This is an optimization exercise on Yosys and OpenROAD, whose aim is a short achievable clock period and few clock cycles, not a production implementation.
In this exercise RTL edits were held to simulation tests only and were not proved equivalent to the original.

==> run a: inputs <==
Design pipline, start of the top module:
module pipline(
    input clk,
    input reset,
    output [31:0] imem_addr,
    input  [31:0] imem_data,
    output [31:0] dmem_addr,
    output [31:0] dmem_wdata,
    output        dmem_we,
    input  [31:0] dmem_rdata
);
==> flow/config.mk <==
export PLATFORM = sky130hd
export DESIGN_NAME = pipline
export DESIGN_NICKNAME = pipline
export VERILOG_FILES = /design/flow/design.v
export SDC_FILE = /design/flow/constraint.sdc
export NUM_CORES = 4
export LEC_CHECK = 0
export ABC_CLOCK_PERIOD_IN_PS = 2000
export CAP_MARGIN = 20
export CORE_MARGIN = 2
export CORE_UTILIZATION = 45
export PLACE_DENSITY = 0.62
export SETUP_SLACK_MARGIN = 5
export SLEW_MARGIN = 20
export TNS_END_PERCENT = 100
==> flow/constraint.sdc <==
create_clock -name core_clock -period 9.2 [get_ports {clk}]
set_input_delay 1.8400 -clock core_clock [delete_from_list [all_inputs] [get_ports {clk}]]
set_output_delay 1.8400 -clock core_clock [all_outputs]
set_load 0.01 [all_outputs]
standard.sh (not shown) runs the stock make flow with config.mk's settings and CLKGATE_MAP_FILE= SYNTH_SCRIPT=/design/flow/synth_recipe.tcl, a recipe that flattens the netlist after the stock synthesis.
==> flow/flow/run.sh <==
#!/bin/bash
# Standard ORFS layout (the standard.sh), run in two parts:
#  1. the standard synthesis, unchanged;
#  2. floorplan to finish with a larger setup margin for timing repair, sizing
#     not limited to same-footprint cells, and the delay cells kept out of
#     port buffering and repair (added to the platform's don't-use list).
# The design, constraints and clock period are the design's, unchanged.
set -euo pipefail
MARGIN=$(cat flow/margin.txt)
DU=" sky130_fd_sc_hd__probe_p_8 sky130_fd_sc_hd__probec_p_8 sky130_fd_sc_hd__lpflow_bleeder_1 sky130_fd_sc_hd__lpflow_clkbufkapwr_1 sky130_fd_sc_hd__lpflow_clkbufkapwr_16 sky130_fd_sc_hd__lpflow_clkbufkapwr_2 sky130_fd_sc_hd__lpflow_clkbufkapwr_4 sky130_fd_sc_hd__lpflow_clkbufkapwr_8 sky130_fd_sc_hd__lpflow_clkinvkapwr_1 sky130_fd_sc_hd__lpflow_clkinvkapwr_16 sky130_fd_sc_hd__lpflow_clkinvkapwr_2 sky130_fd_sc_hd__lpflow_clkinvkapwr_4 sky130_fd_sc_hd__lpflow_clkinvkapwr_8 sky130_fd_sc_hd__lpflow_decapkapwr_12 sky130_fd_sc_hd__lpflow_decapkapwr_3 sky130_fd_sc_hd__lpflow_decapkapwr_4 sky130_fd_sc_hd__lpflow_decapkapwr_6 sky130_fd_sc_hd__lpflow_decapkapwr_8 sky130_fd_sc_hd__lpflow_inputiso0n_1 sky130_fd_sc_hd__lpflow_inputiso0p_1 sky130_fd_sc_hd__lpflow_inputiso1n_1 sky130_fd_sc_hd__lpflow_inputiso1p_1 sky130_fd_sc_hd__lpflow_inputisolatch_1 sky130_fd_sc_hd__lpflow_isobufsrc_1 sky130_fd_sc_hd__lpflow_isobufsrc_16 sky130_fd_sc_hd__lpflow_isobufsrc_2 sky130_fd_sc_hd__lpflow_isobufsrc_4 sky130_fd_sc_hd__lpflow_isobufsrc_8 sky130_fd_sc_hd__lpflow_isobufsrckapwr_16 sky130_fd_sc_hd__lpflow_lsbuf_lh_hl_isowell_tap_1 sky130_fd_sc_hd__lpflow_lsbuf_lh_hl_isowell_tap_2 sky130_fd_sc_hd__lpflow_lsbuf_lh_hl_isowell_tap_4 sky130_fd_sc_hd__lpflow_lsbuf_lh_isowell_4 sky130_fd_sc_hd__lpflow_lsbuf_lh_isowell_tap_1 sky130_fd_sc_hd__lpflow_lsbuf_lh_isowell_tap_2 sky130_fd_sc_hd__lpflow_lsbuf_lh_isowell_tap_4  sky130_fd_sc_hd__clkdlybuf4s* sky130_fd_sc_hd__dlygate4sd* sky130_fd_sc_hd__dlymetal6s*"
bash standard.sh synth > flow_synth.log 2>&1
bash standard.sh "DONT_USE_CELLS=$DU" MATCH_CELL_FOOTPRINT=0 SETUP_SLACK_MARGIN=$MARGIN TNS_END_PERCENT=100 finish > flow_make.log 2>&1
==> flow/flow/margin.txt <==
6.2
==> run b: changes against run a <==
--- a/flow/design.v
+++ b/flow/design.v
@@ -33,47 +33,74 @@
                     pp[n] = pp[n] & pp[n - d];
                 end
             ksadd[0] = p[0] ^ cin;
             for (n = 1; n < 32; n = n + 1)
                 ksadd[n] = p[n] ^ gg[n - 1];
             ksadd[32] = gg[31];
         end
     endfunction
+    function [9:0] ksadd10;
+        input [9:0] a, b;
+        reg   [9:0] p, g, pp, gg;
+        integer     n, d;
+        begin
+            p  = a ^ b;
+            g  = a & b;
+            pp = p;
+            gg = g;
+            for (d = 1; d < 10; d = d * 2)
+                for (n = 9; n >= d; n = n - 1) begin
+                    gg[n] = gg[n] | (pp[n] & gg[n - d]);
+                    pp[n] = pp[n] & pp[n - d];
+                end
+            ksadd10[0] = p[0];
+            for (n = 1; n < 10; n = n + 1)
+                ksadd10[n] = p[n] ^ gg[n - 1];
+        end
+    endfunction
     reg  [9:0]  pc;               
     reg         second;           
     reg         e_valid;
-    reg  [31:0] e_a, e_b, e_imm;
+    reg  [31:0] e_a, e_b, e_imm;   
+    reg  [15:0] e_rx_oh;          
+    reg  [15:0] e_ry_oh;          
     reg         e_fa_m, e_fa_w, e_fa_r;       
     reg         e_fb_m, e_fb_w, e_fb_r;       
+    reg         e_fx_m, e_fx_w, e_fx_r;       
+    reg         e_fy_m, e_fy_w, e_fy_r;       
     reg         e_bi_m, e_bi_w, e_bi_r, e_bi_i;  
     reg  [9:0]  e_pc1;            
     reg  [9:0]  e_alt;            
     reg         e_op_or, e_op_add, e_op_sub, e_op_cmp, e_op_link;
-    reg         e_regwr, e_load, e_store;
+    reg         e_regwr, e_load, e_store, e_sdw;
     reg  [15:0] e_dst_oh;
     reg  [15:0] e_ld_oh;          
     reg         e_st_ld;          
+    reg         e_st_ld2;         
     reg         e_bz, e_bgz, e_blz, e_jr, e_cll;
     reg         e_pred_taken;     
+    reg  [5:0]  e_bidx;           
     reg         e_ras_ok;         
     reg  [9:0]  e_ras_pc;
-    reg         m_load, m_we;
+    reg         m_load;
+    reg  [31:0] o_addr, o_wdata, p_data;
+    reg         o_we, pend;
     reg  [15:0] m_dst_oh;
-    reg  [31:0] m_res, m_wdata;
+    reg  [31:0] m_res;
     reg  [15:0] w_dst_oh;
     reg  [31:0] w_data;
     reg  [31:0] rf [1:14];
     reg  [9:0]  ras [0:3];
     reg  [1:0]  ras_sp;           
     reg  [2:0]  ras_cnt;
     assign imem_addr  = {20'd0, pc, 2'b00};
-    assign dmem_addr  = m_res;
-    assign dmem_wdata = m_wdata;
-    assign dmem_we    = m_we;
+    assign dmem_addr  = o_addr;
+    assign dmem_wdata = o_wdata;
+    assign dmem_we    = o_we;
     wire [5:0]  op  = imem_data[31:26];
     wire [3:0]  rd  = imem_data[25:22];
     wire [3:0]  rs  = imem_data[21:18];
     wire [3:0]  rt  = imem_data[17:14];
     wire [13:0] imm = imem_data[13:0];
     wire op_or   = op == 6'd0;
     wire op_add  = op == 6'd1;
     wire op_sub  = op == 6'd2;
@@ -88,131 +115,158 @@
     wire op_bz   = op == 6'd10 && br_far;
     wire op_bgz  = op == 6'd11 && br_far;
     wire op_blz  = op == 6'd12 && br_far;
     wire op_jr   = op == 6'd13;
     wire op_j    = op == 6'd14;
     wire op_cll  = op == 6'd15;
     wire is_rtype = op_or | op_add | op_sub | op_cmp;
     wire is_cond  = op_bz | op_bgz | op_blz;
-    wire is_dw    = op_ldw | op_sdw;
+    wire is_dw    = op_ldw;         
+    wire is_mem   = op_lw | op_sw | op_ldw | op_sdw;
     wire is_st = op_sw | op_sdw;
     wire use_a = is_rtype | op_ori | op_addi | op_lw | op_sw | op_ldw | op_sdw | is_cond | op_jr;
     wire use_t = is_rtype | is_cond;
     wire [15:0] rs_oh  = onehot(rs);
     wire [15:0] rt_oh  = onehot(rt);
-    wire [15:0] rx_oh  = onehot({rd[3:1], rd[0] | second});
+    wire [15:0] rx_oh  = onehot(rd);
+    wire [15:0] ry_oh  = onehot({rd[3:1], 1'b1});
     wire        regwr  = is_rtype | op_ori | op_addi | op_lw | op_ldw | op_cll;
     wire [15:0] dst_oh = regwr ? onehot(op_cll ? 4'd14 : {rd[3:1], rd[0] | (op_ldw & second)})
                                : 16'd0;
     wire [31:0] sext  = {{18{imm[13]}}, imm};
     wire [31:0] imm_x = op_ori ? {18'd0, imm} : (second ? sext + 32'd1 : sext);
-    reg  [31:0] rf_s, rf_t, rf_x;
+    reg  [31:0] rf_s, rf_t;
     integer i;
     always @(*) begin
         rf_s = 32'd0;
         rf_t = 32'd0;
-        rf_x = 32'd0;
         for (i = 1; i <= 14; i = i + 1) begin
             rf_s = rf_s | ({32{rs_oh[i]}} & rf[i]);
             rf_t = rf_t | ({32{rt_oh[i]}} & rf[i]);
-            rf_x = rf_x | ({32{rx_oh[i]}} & rf[i]);
         end
     end
     wire s_w = |(rs_oh & w_dst_oh);
     wire t_w = |(rt_oh & w_dst_oh);
-    wire x_w = |(rx_oh & w_dst_oh);
     wire [31:0] rd_a = s_w ? w_data : rf_s;
     wire [31:0] rd_t = t_w ? w_data : rf_t;
-    wire [31:0] rd_x = x_w ? w_data : rf_x;
-    wire [31:0] rd_b = is_st ? rd_x : rd_t;
     wire [15:0] e_wr = e_valid ? e_dst_oh : 16'd0;
     wire a_e = |(rs_oh & e_wr);
     wire a_m = |(rs_oh & m_dst_oh);
     wire t_e = |(rt_oh & e_wr);
     wire t_m = |(rt_oh & m_dst_oh);
     wire x_e = |(rx_oh & e_wr);
     wire x_m = |(rx_oh & m_dst_oh);
-    wire b_e = is_st ? x_e : t_e;
-    wire b_m = is_st ? x_m : t_m;
+    wire y_e = |(ry_oh & e_wr);
+    wire y_m = |(ry_oh & m_dst_oh);
     wire [15:0] e_ld = e_valid ? e_ld_oh : 16'd0;
     wire load_use = (use_a && |(rs_oh & e_ld)) || (use_t && |(rt_oh & e_ld));
     wire st_ld    = is_st && |(rx_oh & e_ld);
+    wire st_ld2   = op_sdw && |(ry_oh & e_ld);
+    wire mem_hold = e_valid && e_sdw && is_mem;
     wire        e_mis;
     wire [9:0]  e_redirect;
     wire [9:0]  ras_top;
     wire [9:0]  pc1     = pc + 10'd1;
-    wire [9:0]  ftarget = pc + imm[9:0];
-    wire        pred_cond = (op == 6'd10 || op == 6'd11 || op == 6'd12) && imm[13];
+    wire [9:0]  ftarget = ksadd10(pc, imm[9:0]);
+    reg  [63:0] bh_v, bh_t;       
+    wire        bh_hit    = bh_v[pc[5:0]];
+    wire        bh_tk     = bh_t[pc[5:0]];
+    wire        pred_cond = (op == 6'd10 || op == 6'd11 || op == 6'd12) &&
+                            (bh_hit ? bh_tk : imm[13]);
     wire        ras_hit   = op_jr && ras_cnt != 3'd0;
     wire        dw_first  = is_dw && !second;
-    wire        f_hold    = load_use || dw_first;
+    wire        f_stall   = load_use || mem_hold;
+    wire        f_hold    = f_stall || dw_first;
     wire        take      = op_j || op_cll || pred_cond;
     wire        s_tgt     = !f_hold && take;
     wire        s_ras     = !f_hold && !take && ras_hit;
     wire        s_pc1     = !f_hold && !take && !ras_hit;
     wire [9:0]  f_next = ({10{f_hold}} & pc) | ({10{s_tgt}} & ftarget) |
                          ({10{s_ras}} & ras_top) | ({10{s_pc1}} & pc1);
     always @(posedge clk or posedge reset) begin
         if (reset) begin
             pc     <= 10'd0;
             second <= 1'b0;
         end else begin
             pc     <= e_mis ? e_redirect : f_next;
             if (e_mis)
                 second <= 1'b0;
-            else if (!load_use && is_dw)
+            else if (!f_stall && is_dw)
                 second <= !second;
         end
     end
     always @(posedge clk or posedge reset) begin
         if (reset)
             e_valid <= 1'b0;
         else
-            e_valid <= !load_use && !e_mis;
+            e_valid <= !f_stall && !e_mis;
     end
     wire ub = use_t;
     always @(posedge clk) begin
         e_a       <= rd_a;
-        e_b       <= rd_b;
+        e_b       <= rd_t;
+        e_rx_oh   <= rx_oh;
+        e_ry_oh   <= ry_oh;
         e_imm     <= imm_x;
         e_fa_m    <= a_e;
         e_fa_w    <= !a_e && a_m;
         e_fa_r    <= !a_e && !a_m;
-        e_fb_m    <= b_e;
-        e_fb_w    <= !b_e && b_m;
-        e_fb_r    <= !b_e && !b_m;
-        e_bi_m    <= ub && b_e;
-        e_bi_w    <= ub && !b_e && b_m;
-        e_bi_r    <= ub && !b_e && !b_m;
+        e_fb_m    <= t_e;
+        e_fb_w    <= !t_e && t_m;
+        e_fb_r    <= !t_e && !t_m;
+        e_fx_m    <= x_e;
+        e_fx_w    <= !x_e && x_m;
+        e_fx_r    <= !x_e && !x_m;
+        e_fy_m    <= y_e;
+        e_fy_w    <= !y_e && y_m;
+        e_fy_r    <= !y_e && !y_m;
+        e_bi_m    <= ub && t_e;
+        e_bi_w    <= ub && !t_e && t_m;
+        e_bi_r    <= ub && !t_e && !t_m;
         e_bi_i    <= !ub;
         e_pc1     <= pc1;
         e_alt     <= pred_cond ? pc1 : ftarget;
         e_op_or   <= op_or | op_ori;
         e_op_add  <= op_add | op_addi | op_lw | op_sw | op_ldw | op_sdw;
         e_op_sub  <= op_sub;
         e_op_cmp  <= op_cmp;
         e_op_link <= op_cll;
         e_regwr   <= regwr;
         e_load    <= op_lw | op_ldw;
         e_store   <= op_sw | op_sdw;
+        e_sdw     <= op_sdw;
         e_dst_oh  <= dst_oh;
         e_ld_oh   <= (op_lw | op_ldw) ? dst_oh : 16'd0;
         e_st_ld   <= st_ld;
+        e_st_ld2  <= st_ld2;
         e_bz      <= op_bz;
         e_bgz     <= op_bgz;
         e_blz     <= op_blz;
         e_jr      <= op_jr;
         e_cll     <= op_cll;
         e_pred_taken <= pred_cond;
+        e_bidx    <= pc[5:0];
         e_ras_ok  <= ras_hit;
         e_ras_pc  <= ras_top;
     end
     wire [31:0] fa  = ({32{e_fa_m}} & m_res) | ({32{e_fa_w}} & w_data) | ({32{e_fa_r}} & e_a);
     wire [31:0] fb  = ({32{e_fb_m}} & m_res) | ({32{e_fb_w}} & w_data) | ({32{e_fb_r}} & e_b);
+    reg  [31:0] rf_xe, rf_ye;
+    integer j;
+    always @(*) begin
+        rf_xe = 32'd0;
+        rf_ye = 32'd0;
+        for (j = 1; j <= 14; j = j + 1) begin
+            rf_xe = rf_xe | ({32{e_rx_oh[j]}} & rf[j]);
+            rf_ye = rf_ye | ({32{e_ry_oh[j]}} & rf[j]);
+        end
+    end
+    wire [31:0] fy  = ({32{e_fy_m}} & m_res) | ({32{e_fy_w}} & w_data) | ({32{e_fy_r}} & rf_ye);
+    wire [31:0] fx  = ({32{e_fx_m}} & m_res) | ({32{e_fx_w}} & w_data) | ({32{e_fx_r}} & rf_xe);
     wire [31:0] bop = ({32{e_bi_m}} & m_res) | ({32{e_bi_w}} & w_data) | ({32{e_bi_r}} & e_b) |
                       ({32{e_bi_i}} & e_imm);
     wire [32:0] sum33  = ksadd(fa, bop, 1'b0);
     wire [32:0] diff33 = ksadd(fa, ~fb, 1'b1);
     wire [31:0] sum  = sum33[31:0];
     wire [31:0] diff = diff33[31:0];
     wire [31:0] ca0 = m_res, ca1 = w_data, ca2 = e_a;
     wire [31:0] cb0 = m_res, cb1 = w_data, cb2 = e_b;
@@ -237,16 +291,26 @@
     wire [31:0] link = {19'd0, e_pc1 == 10'd0 && e_cll, e_pc1, 2'b00};
     wire [31:0] result = ({32{e_op_or}}   & (fa | bop)) |
                          ({32{e_op_add}}  & sum) |
                          ({32{e_op_sub}}  & diff) |
                          ({32{e_op_cmp}}  & cmpv) |
                          ({32{e_op_link}} & link);
     wire taken    = (e_bz & eq) | (e_bgz & gts) | (e_blz & lts);
     wire cond_mis = (e_bz | e_bgz | e_blz) & (taken ^ e_pred_taken);
+    always @(posedge clk or posedge reset) begin
+        if (reset)
+            bh_v <= 64'd0;
+        else if (e_valid && (e_bz || e_bgz || e_blz))
+            bh_v[e_bidx] <= 1'b1;
+    end
+    always @(posedge clk) begin
+        if (e_valid && (e_bz || e_bgz || e_blz))
+            bh_t[e_bidx] <= taken;
+    end
     wire jr_mis   = e_jr & !(e_ras_ok && jr_ok);
     assign e_mis      = e_valid && (cond_mis || jr_mis);
     assign e_redirect = e_jr ? fa[11:2] : e_alt;
     assign ras_top = ras[ras_sp];
     always @(posedge clk or posedge reset) begin
         if (reset) begin
             ras_sp  <= 2'd0;
             ras_cnt <= 3'd0;
@@ -261,26 +325,30 @@
     always @(posedge clk) begin
         if (e_valid && e_cll)
             ras[ras_sp + 2'd1] <= e_pc1;
     end
     always @(posedge clk or posedge reset) begin
         if (reset) begin
             m_dst_oh <= 16'd0;
             m_load   <= 1'b0;
-            m_we     <= 1'b0;
+            o_we     <= 1'b0;
+            pend     <= 1'b0;
         end else begin
             m_dst_oh <= e_wr;
             m_load   <= e_valid && e_load;
-            m_we     <= e_valid && e_store;
+            o_we     <= pend || (e_valid && e_store);
+            pend     <= e_valid && e_sdw;
         end
     end
     always @(posedge clk) begin
         m_res   <= result;
-        m_wdata <= e_st_ld ? dmem_rdata : fb;
+        o_addr  <= pend ? o_addr + 32'd1 : result;
+        o_wdata <= pend ? p_data : e_st_ld ? dmem_rdata : fx;
+        p_data  <= e_st_ld2 ? dmem_rdata : fy;
     end
     always @(posedge clk or posedge reset) begin
         if (reset)
             w_dst_oh <= 16'd0;
         else
             w_dst_oh <= m_dst_oh;
     end
     always @(posedge clk) begin
Settings changed: CORE_UTILIZATION 45 to 40, PLACE_DENSITY 0.62 to 0.6.
==> run c: changes against run a <==
--- a/flow/design.v
+++ b/flow/design.v
@@ -36,19 +36,21 @@
             for (n = 1; n < 32; n = n + 1)
                 ksadd[n] = p[n] ^ gg[n - 1];
             ksadd[32] = gg[31];
         end
     endfunction
     reg  [9:0]  pc;               
     reg         second;           
     reg         e_valid;
-    reg  [31:0] e_a, e_b, e_imm;
+    reg  [31:0] e_a, e_b, e_imm;   
+    reg  [15:0] e_rx_oh;          
     reg         e_fa_m, e_fa_w, e_fa_r;       
     reg         e_fb_m, e_fb_w, e_fb_r;       
+    reg         e_fx_m, e_fx_w, e_fx_r;       
     reg         e_bi_m, e_bi_w, e_bi_r, e_bi_i;  
     reg  [9:0]  e_pc1;            
     reg  [9:0]  e_alt;            
     reg         e_op_or, e_op_add, e_op_sub, e_op_cmp, e_op_link;
     reg         e_regwr, e_load, e_store;
     reg  [15:0] e_dst_oh;
     reg  [15:0] e_ld_oh;          
     reg         e_st_ld;          
@@ -100,44 +102,37 @@
     wire [15:0] rs_oh  = onehot(rs);
     wire [15:0] rt_oh  = onehot(rt);
     wire [15:0] rx_oh  = onehot({rd[3:1], rd[0] | second});
     wire        regwr  = is_rtype | op_ori | op_addi | op_lw | op_ldw | op_cll;
     wire [15:0] dst_oh = regwr ? onehot(op_cll ? 4'd14 : {rd[3:1], rd[0] | (op_ldw & second)})
                                : 16'd0;
     wire [31:0] sext  = {{18{imm[13]}}, imm};
     wire [31:0] imm_x = op_ori ? {18'd0, imm} : (second ? sext + 32'd1 : sext);
-    reg  [31:0] rf_s, rf_t, rf_x;
+    reg  [31:0] rf_s, rf_t;
     integer i;
     always @(*) begin
         rf_s = 32'd0;
         rf_t = 32'd0;
-        rf_x = 32'd0;
         for (i = 1; i <= 14; i = i + 1) begin
             rf_s = rf_s | ({32{rs_oh[i]}} & rf[i]);
             rf_t = rf_t | ({32{rt_oh[i]}} & rf[i]);
-            rf_x = rf_x | ({32{rx_oh[i]}} & rf[i]);
         end
     end
     wire s_w = |(rs_oh & w_dst_oh);
     wire t_w = |(rt_oh & w_dst_oh);
-    wire x_w = |(rx_oh & w_dst_oh);
     wire [31:0] rd_a = s_w ? w_data : rf_s;
     wire [31:0] rd_t = t_w ? w_data : rf_t;
-    wire [31:0] rd_x = x_w ? w_data : rf_x;
-    wire [31:0] rd_b = is_st ? rd_x : rd_t;
     wire [15:0] e_wr = e_valid ? e_dst_oh : 16'd0;
     wire a_e = |(rs_oh & e_wr);
     wire a_m = |(rs_oh & m_dst_oh);
     wire t_e = |(rt_oh & e_wr);
     wire t_m = |(rt_oh & m_dst_oh);
     wire x_e = |(rx_oh & e_wr);
     wire x_m = |(rx_oh & m_dst_oh);
-    wire b_e = is_st ? x_e : t_e;
-    wire b_m = is_st ? x_m : t_m;
     wire [15:0] e_ld = e_valid ? e_ld_oh : 16'd0;
     wire load_use = (use_a && |(rs_oh & e_ld)) || (use_t && |(rt_oh & e_ld));
     wire st_ld    = is_st && |(rx_oh & e_ld);
     wire        e_mis;
     wire [9:0]  e_redirect;
     wire [9:0]  ras_top;
     wire [9:0]  pc1     = pc + 10'd1;
     wire [9:0]  ftarget = pc + imm[9:0];
@@ -167,27 +162,31 @@
         if (reset)
             e_valid <= 1'b0;
         else
             e_valid <= !load_use && !e_mis;
     end
     wire ub = use_t;
     always @(posedge clk) begin
         e_a       <= rd_a;
-        e_b       <= rd_b;
+        e_b       <= rd_t;
+        e_rx_oh   <= rx_oh;
         e_imm     <= imm_x;
         e_fa_m    <= a_e;
         e_fa_w    <= !a_e && a_m;
         e_fa_r    <= !a_e && !a_m;
-        e_fb_m    <= b_e;
-        e_fb_w    <= !b_e && b_m;
-        e_fb_r    <= !b_e && !b_m;
-        e_bi_m    <= ub && b_e;
-        e_bi_w    <= ub && !b_e && b_m;
-        e_bi_r    <= ub && !b_e && !b_m;
+        e_fb_m    <= t_e;
+        e_fb_w    <= !t_e && t_m;
+        e_fb_r    <= !t_e && !t_m;
+        e_fx_m    <= x_e;
+        e_fx_w    <= !x_e && x_m;
+        e_fx_r    <= !x_e && !x_m;
+        e_bi_m    <= ub && t_e;
+        e_bi_w    <= ub && !t_e && t_m;
+        e_bi_r    <= ub && !t_e && !t_m;
         e_bi_i    <= !ub;
         e_pc1     <= pc1;
         e_alt     <= pred_cond ? pc1 : ftarget;
         e_op_or   <= op_or | op_ori;
         e_op_add  <= op_add | op_addi | op_lw | op_sw | op_ldw | op_sdw;
         e_op_sub  <= op_sub;
         e_op_cmp  <= op_cmp;
         e_op_link <= op_cll;
@@ -203,16 +202,24 @@
         e_jr      <= op_jr;
         e_cll     <= op_cll;
         e_pred_taken <= pred_cond;
         e_ras_ok  <= ras_hit;
         e_ras_pc  <= ras_top;
     end
     wire [31:0] fa  = ({32{e_fa_m}} & m_res) | ({32{e_fa_w}} & w_data) | ({32{e_fa_r}} & e_a);
     wire [31:0] fb  = ({32{e_fb_m}} & m_res) | ({32{e_fb_w}} & w_data) | ({32{e_fb_r}} & e_b);
+    reg  [31:0] rf_xe;
+    integer j;
+    always @(*) begin
+        rf_xe = 32'd0;
+        for (j = 1; j <= 14; j = j + 1)
+            rf_xe = rf_xe | ({32{e_rx_oh[j]}} & rf[j]);
+    end
+    wire [31:0] fx  = ({32{e_fx_m}} & m_res) | ({32{e_fx_w}} & w_data) | ({32{e_fx_r}} & rf_xe);
     wire [31:0] bop = ({32{e_bi_m}} & m_res) | ({32{e_bi_w}} & w_data) | ({32{e_bi_r}} & e_b) |
                       ({32{e_bi_i}} & e_imm);
     wire [32:0] sum33  = ksadd(fa, bop, 1'b0);
     wire [32:0] diff33 = ksadd(fa, ~fb, 1'b1);
     wire [31:0] sum  = sum33[31:0];
     wire [31:0] diff = diff33[31:0];
     wire [31:0] ca0 = m_res, ca1 = w_data, ca2 = e_a;
     wire [31:0] cb0 = m_res, cb1 = w_data, cb2 = e_b;
@@ -270,17 +277,17 @@
         end else begin
             m_dst_oh <= e_wr;
             m_load   <= e_valid && e_load;
             m_we     <= e_valid && e_store;
         end
     end
     always @(posedge clk) begin
         m_res   <= result;
-        m_wdata <= e_st_ld ? dmem_rdata : fb;
+        m_wdata <= e_st_ld ? dmem_rdata : fx;
     end
     always @(posedge clk or posedge reset) begin
         if (reset)
             w_dst_oh <= 16'd0;
         else
             w_dst_oh <= m_dst_oh;
     end
     always @(posedge clk) begin
==> flow_metrics.tcl <==
set metrics [dict create \
    initial_cell_density_of_the_core_pct 40.2 \
    syn_inst 5404 \
    netSwitchingFraction_pct 35.9 \
    largest_registers "rf x448, bh_t x64, bh_v x64" \
    part_of_the_yosys_area_used_for_sequential_elements_pct 47.4 \
    status "complete, no violations" \
    power_leakage_uw 0.0271 \
    critPathRequiredTime_ps 9810 \
    utilization_pct 51.3 \
    sequential_cell_area_um2 26900 \
    met3_usage_pct 16.8 \
]
the above is filed under run b

==> flow_metrics.tcl <==
set metrics [dict create \
    highest_clock_rate_ghz 0.253 \
    netSwitchingFraction_pct 33.5 \
    sequential_cell_area_um2 21600 \
    syn_inst 4266 \
    critPathRequiredTime_ps 9800 \
    power_leakage_uw 0.0210 \
    initial_cell_density_of_the_core_pct 45.2 \
    final.min_clock_period_ps 3960 \
    utilization_pct 57.1 \
    ios 163 \
    status "complete, no violations" \
]
the above is filed under run c

==> flow_metrics.tcl <==
set metrics [dict create \
    status "complete, no violations" \
    netSwitchingFraction_pct 33.8 \
    utilization_pct 59.0 \
    largest_registers "rf x448, ras x40" \
    critPathRequiredTime_ps 9750 \
    n_all_inverters 228 \
    vias 45327 \
    syn_inst 4202 \
    met3_usage_pct 18.1 \
    synth-simple-area-share_pct 10.2 \
    xor_xnor_portion_of_the_synthesized_cell_area_pct 2.42 \
]
the above is filed under run a

Testbench counts of run a, summed over its fixed seeds: cycles 55,664.
Testbench counts of run b, summed over its fixed seeds: cycles 54,113.
Testbench counts of run c, summed over its fixed seeds: cycles 55,664.

-- what the ideal ports hide --
How much do the figures lean on ideal ports? The routed layouts below were timed once more, with nothing changed but the port constraints.
Step 1 (the two cells are an assumption about what drives the block):
set clk [get_ports {clk}]
set_driving_cell -lib_cell sky130_fd_sc_hd__clkbuf_16 $clk
set_driving_cell -lib_cell sky130_fd_sc_hd__buf_2 [delete_from_list [all_inputs] $clk]
Step 2 times the ports against the registers' clock, not the clock port: input delays grow and output delays shrink by t, the midpoint of the rising clock arrivals with the driver on.
a / b / c = ideal / step 1 / step 2; a / b = the first two.
| run | t, ns | setup slack, ns | worst setup path after step 2 |
|---|---|---|---|
| run a | 0.744 | 5.329 / 5.329 / 4.789 | input to register |
| run b | 0.845 | 4.948 / 4.948 / 4.598 | input to register |
| run c | 0.751 | 5.245 / 5.245 / 4.713 | input to register |
After both steps setup and hold are still met in every run listed. For run a, which loses most, drivers alone change the setup slack by 0.000 ns; drivers and shift together by -0.540 ns.
